Background: an optimization exercise with open tools, aiming at small area. Do not read the settings as production practice.
In this exercise RTL edits were held to simulation tests only and were not proved equivalent to the original.
Power figures rest on the tool's default switching activity, not on a simulated workload.

== north ==
// mini_cpu
module mini_cpu (
    input clock,
    input reset,         
    input enviar,        
    input [17:0] sw,
    output [15:0] ledr,
    output [7:0] ledg,
    output [7:0] LCD_DATA,
    output LCD_RS, LCD_RW, LCD_EN, LCD_ON, LCD_BLON
);
    wire [2:0] opcode = sw[17:15];
    wire [3:0] dest = sw[14:11];
    wire [2:0] estado;
    wire load_res;
    wire reg_we;
    wire upd;
    UC unidade_controle (
        .clock(clock), .reset(reset), .enviar(enviar), .opcode(opcode),
        .estado(estado), .load_res(load_res), .reg_we(reg_we), .upd(upd)
    );
    wire [15:0] dado_reg1, dado_reg2;
    reg  [15:0] dado_para_gravar;
    wire [15:0] resultado_ula;
    memory banco_registradores (
        .clock(clock),
        .clear(~reset | (opcode == 3'b110)),
        .write_enable(reg_we),
        .addr_dest(dest),
        .addr_src1(sw[10:7]),
        .addr_src2(sw[6:3]),
        .data_in(dado_para_gravar),
        .out_src1(dado_reg1),
        .out_src2(dado_reg2)
    );
    alu ula (
        .A(dado_reg1),
  ...
Size in the first run: about 1500 cells after synthesis, about 330 flip-flops, roughly 58 I/O pins, about 0.017 mm^2 of cells after synthesis.
export LEC_CHECK = 0
export CAP_MARGIN = 5
export CORE_MARGIN = 2
export CORE_UTILIZATION = 60
export SLEW_MARGIN = 5
create_clock -name core_clock -period 15.0 [get_ports {clock}]
standard.sh (not shown) runs the stock make flow with config.mk's settings and CLKGATE_MAP_FILE= SYNTH_SCRIPT=/design/flow/synth_recipe.tcl, a recipe that flattens the netlist after the stock synthesis.
==> flow/flow/run.sh <==
#!/bin/bash
# Own layout flow: the standard flow (standard.sh) with these changes:
#  - synthesis maps the logic with an area-oriented ABC script (flow/area.abc);
#    everything before ABC, including the flip-flop mapping, is ORFS's synthesis
#    unchanged, so the registers are the standard synthesis's;
#  - port buffers are sky130_fd_sc_hd__buf_1;
#  - clock tree synthesis without dummy loads, from sky130_fd_sc_hd__clkbuf_4,
#    with sink clusters of at most 8 flip-flops within 50 um;
#  - after global routing, cells on paths with positive slack are downsized
#    (RECOVER_POWER=100).
# Each tool's full output goes to the ORFS logs under orfs/logs, and make's to flow_make.log.
set -euo pipefail
W=$(pwd)
F=$W/flow

sed 's|^\( *\)log_cmd abc {\*}\$abc_args|\1set abc_args [lreplace $abc_args 1 1 '"$F"'/area.abc]\n\1log_cmd abc {*}$abc_args|' \
    "$FLOW_HOME/scripts/synth.tcl" > "$W/own_synth.tcl"
grep -q 'area.abc' "$W/own_synth.tcl"
sed "s|source \$::env(SCRIPTS_DIR)/synth.tcl|source $W/own_synth.tcl|" "$W/synth_recipe.tcl" > "$W/own_synth_recipe.tcl"
grep -q 'own_synth.tcl' "$W/own_synth_recipe.tcl"

bash "$W/standard.sh" "SYNTH_SCRIPT=$W/own_synth_recipe.tcl" \
    "BUFFER_PORTS_ARGS=-buffer_cell sky130_fd_sc_hd__buf_1" \
    "CTS_ARGS=-sink_clustering_enable -repair_clock_nets -dont_use_dummy_load -buf_list sky130_fd_sc_hd__clkbuf_4 -sink_clustering_size 8 -sink_clustering_max_diameter 50" \
    RECOVER_POWER=100 \
    finish > "$W/flow_make.log" 2>&1
==> flow/flow/area.abc <==
strash
&get -n
&st
&dch -f
&nf -R 1000
&put
strash
&get -n
&dch -f
&nf -R 1000
&put
strash
&get -n
&dch -f
&nf -R 1000
&put
strash
&get -n
&dch -f
&nf -R 1000
&put
strash
&get -n
&dch -f
&nf -R 1000
&put
strash
&get -n
&dch -f
&nf -R 1000
&put
Ran to the end and failed final checks on capacitance limit, slew limit: north.
--- input diff north..south ---
==> flow/flow/area.abc <==
strash
&get -n
&st
&dch -f
&nf -R 1000
&put
strash
&get -n
&dch -f
&nf -R 1000
&put
north finished all stages; however, its layout fails the closing checks, the failures being capacitance limit, slew limit.
No crash in south: every stage finished, but the layout fails its final checks due to capacitance limit, slew limit.
The area of the die of south was inferior to that of north.
Relative to north, the number of antenna violations at the first check in global routing of south is higher by 1.
Against north, south comes in 0.44 ns lower on register-to-register slack.
Internal cell power | south below north
Relative to north, routed length on met2 has decreased by 0.53% in south.
[inputs] east vs south
Settings: CAP_MARGIN changed from 5 to 10; SLEW_MARGIN changed from 5 to 10.
-- flow/flow/run.sh --
<<< south, line 6
#  - port buffers are sky130_fd_sc_hd__buf_1;
#  - clock tree synthesis without dummy loads, from sky130_fd_sc_hd__clkbuf_4,
#    with sink clusters of at most 8 flip-flops within 50 um;
#  - after global routing, cells on paths with positive slack are downsized
#    (RECOVER_POWER=100).
# Each tool's full output goes to the ORFS logs under orfs/logs, and make's to flow_make.log.
set -euo pipefail
>>> east, line 6
#  - port buffers are sky130_fd_sc_hd__buf_1;
#  - clock tree synthesis without dummy loads, from sky130_fd_sc_hd__clkbuf_4,
#    with sink clusters of at most 8 flip-flops within 50 um.
# Each tool's full output goes to the ORFS logs under orfs/logs, and make's to flow_make.log.
set -euo pipefail
<<< south, line 23
    "BUFFER_PORTS_ARGS=-buffer_cell sky130_fd_sc_hd__buf_1" \
    "CTS_ARGS=-sink_clustering_enable -repair_clock_nets -dont_use_dummy_load -buf_list sky130_fd_sc_hd__clkbuf_4 -sink_clustering_size 8 -sink_clustering_max_diameter 50" \
    RECOVER_POWER=100 \
    finish > "$W/flow_make.log" 2>&1
>>> east, line 21
    "BUFFER_PORTS_ARGS=-buffer_cell sky130_fd_sc_hd__buf_1" \
    "CTS_ARGS=-sink_clustering_enable -repair_clock_nets -dont_use_dummy_load -buf_list sky130_fd_sc_hd__clkbuf_4 -sink_clustering_size 8 -sink_clustering_max_diameter 50" \
    finish > "$W/flow_make.log" 2>&1
-- flow/flow/area.abc --
<<< south, line 10
&nf -R 1000
&put
>>> east, line 10
&nf -R 1000
&put
strash
&get -n
&dch -f
&nf -R 1000
&put
strash
&get -n
&dch -f
&nf -R 1000
&put
strash
&get -n
&dch -f
&nf -R 1000
&put
strash
&get -n
&dch -f
&nf -R 1000
&put
## What came out
east: no failed stages, no open violations at the end. Diff south -> east: number of nets in the layout dropped about 3.4%, highest clock frequency the design can meet climbed about 2.8%, latest clock arrival within the worst-skew pair barely changed. Looking at switching power summed over all nets, east sits above south.
Input-level comparison between west and east:
Settings: CAP_MARGIN: 10 -> 20; SLEW_MARGIN: 10 -> 20.
==> comparison <==
- From east to west, worst setup slack did not move at all.
- The logic depth of the worst register-to-register path was comparable across east and west.
- Delta (west minus east): total of endpoints with negative setup slack in the final report held steady, utilization of the core after routing held steady, area of the multi-input gates held steady, number of enable flip-flop cells after synthesis held steady.
- Comparing east against west, there is no change at all in area of all placed cells without fillers.

what the ideal ports hide:
No port has a modelled driver above. Below, the same layouts with a new extraction and two added sets of constraints. Step 1 assumes that a clkbuf_16 drives the clock port and a buf_2 every other input. Step 2 also shifts input and output timing later by t, the mid clock arrival at the registers, as if the neighbouring blocks saw the same clock. Slacks: ideal / step 1 / step 2; pairs: ideal / step 1.
| run | t, ns | setup WS [ns] | slew at the worst register clock pin (ns) |
|---|---|---|---|
| north | 0.746 | 1.838 / 1.865 / 1.119 | 0.11 / 0.11 |
| south | 0.720 | 1.868 / 1.868 / 1.149 | 0.10 / 0.10 |
| east | 0.748 | 2.226 / 2.253 / 1.505 | 0.11 / 0.11 |
| west | 0.748 | 2.226 / 2.253 / 1.505 | 0.11 / 0.11 |
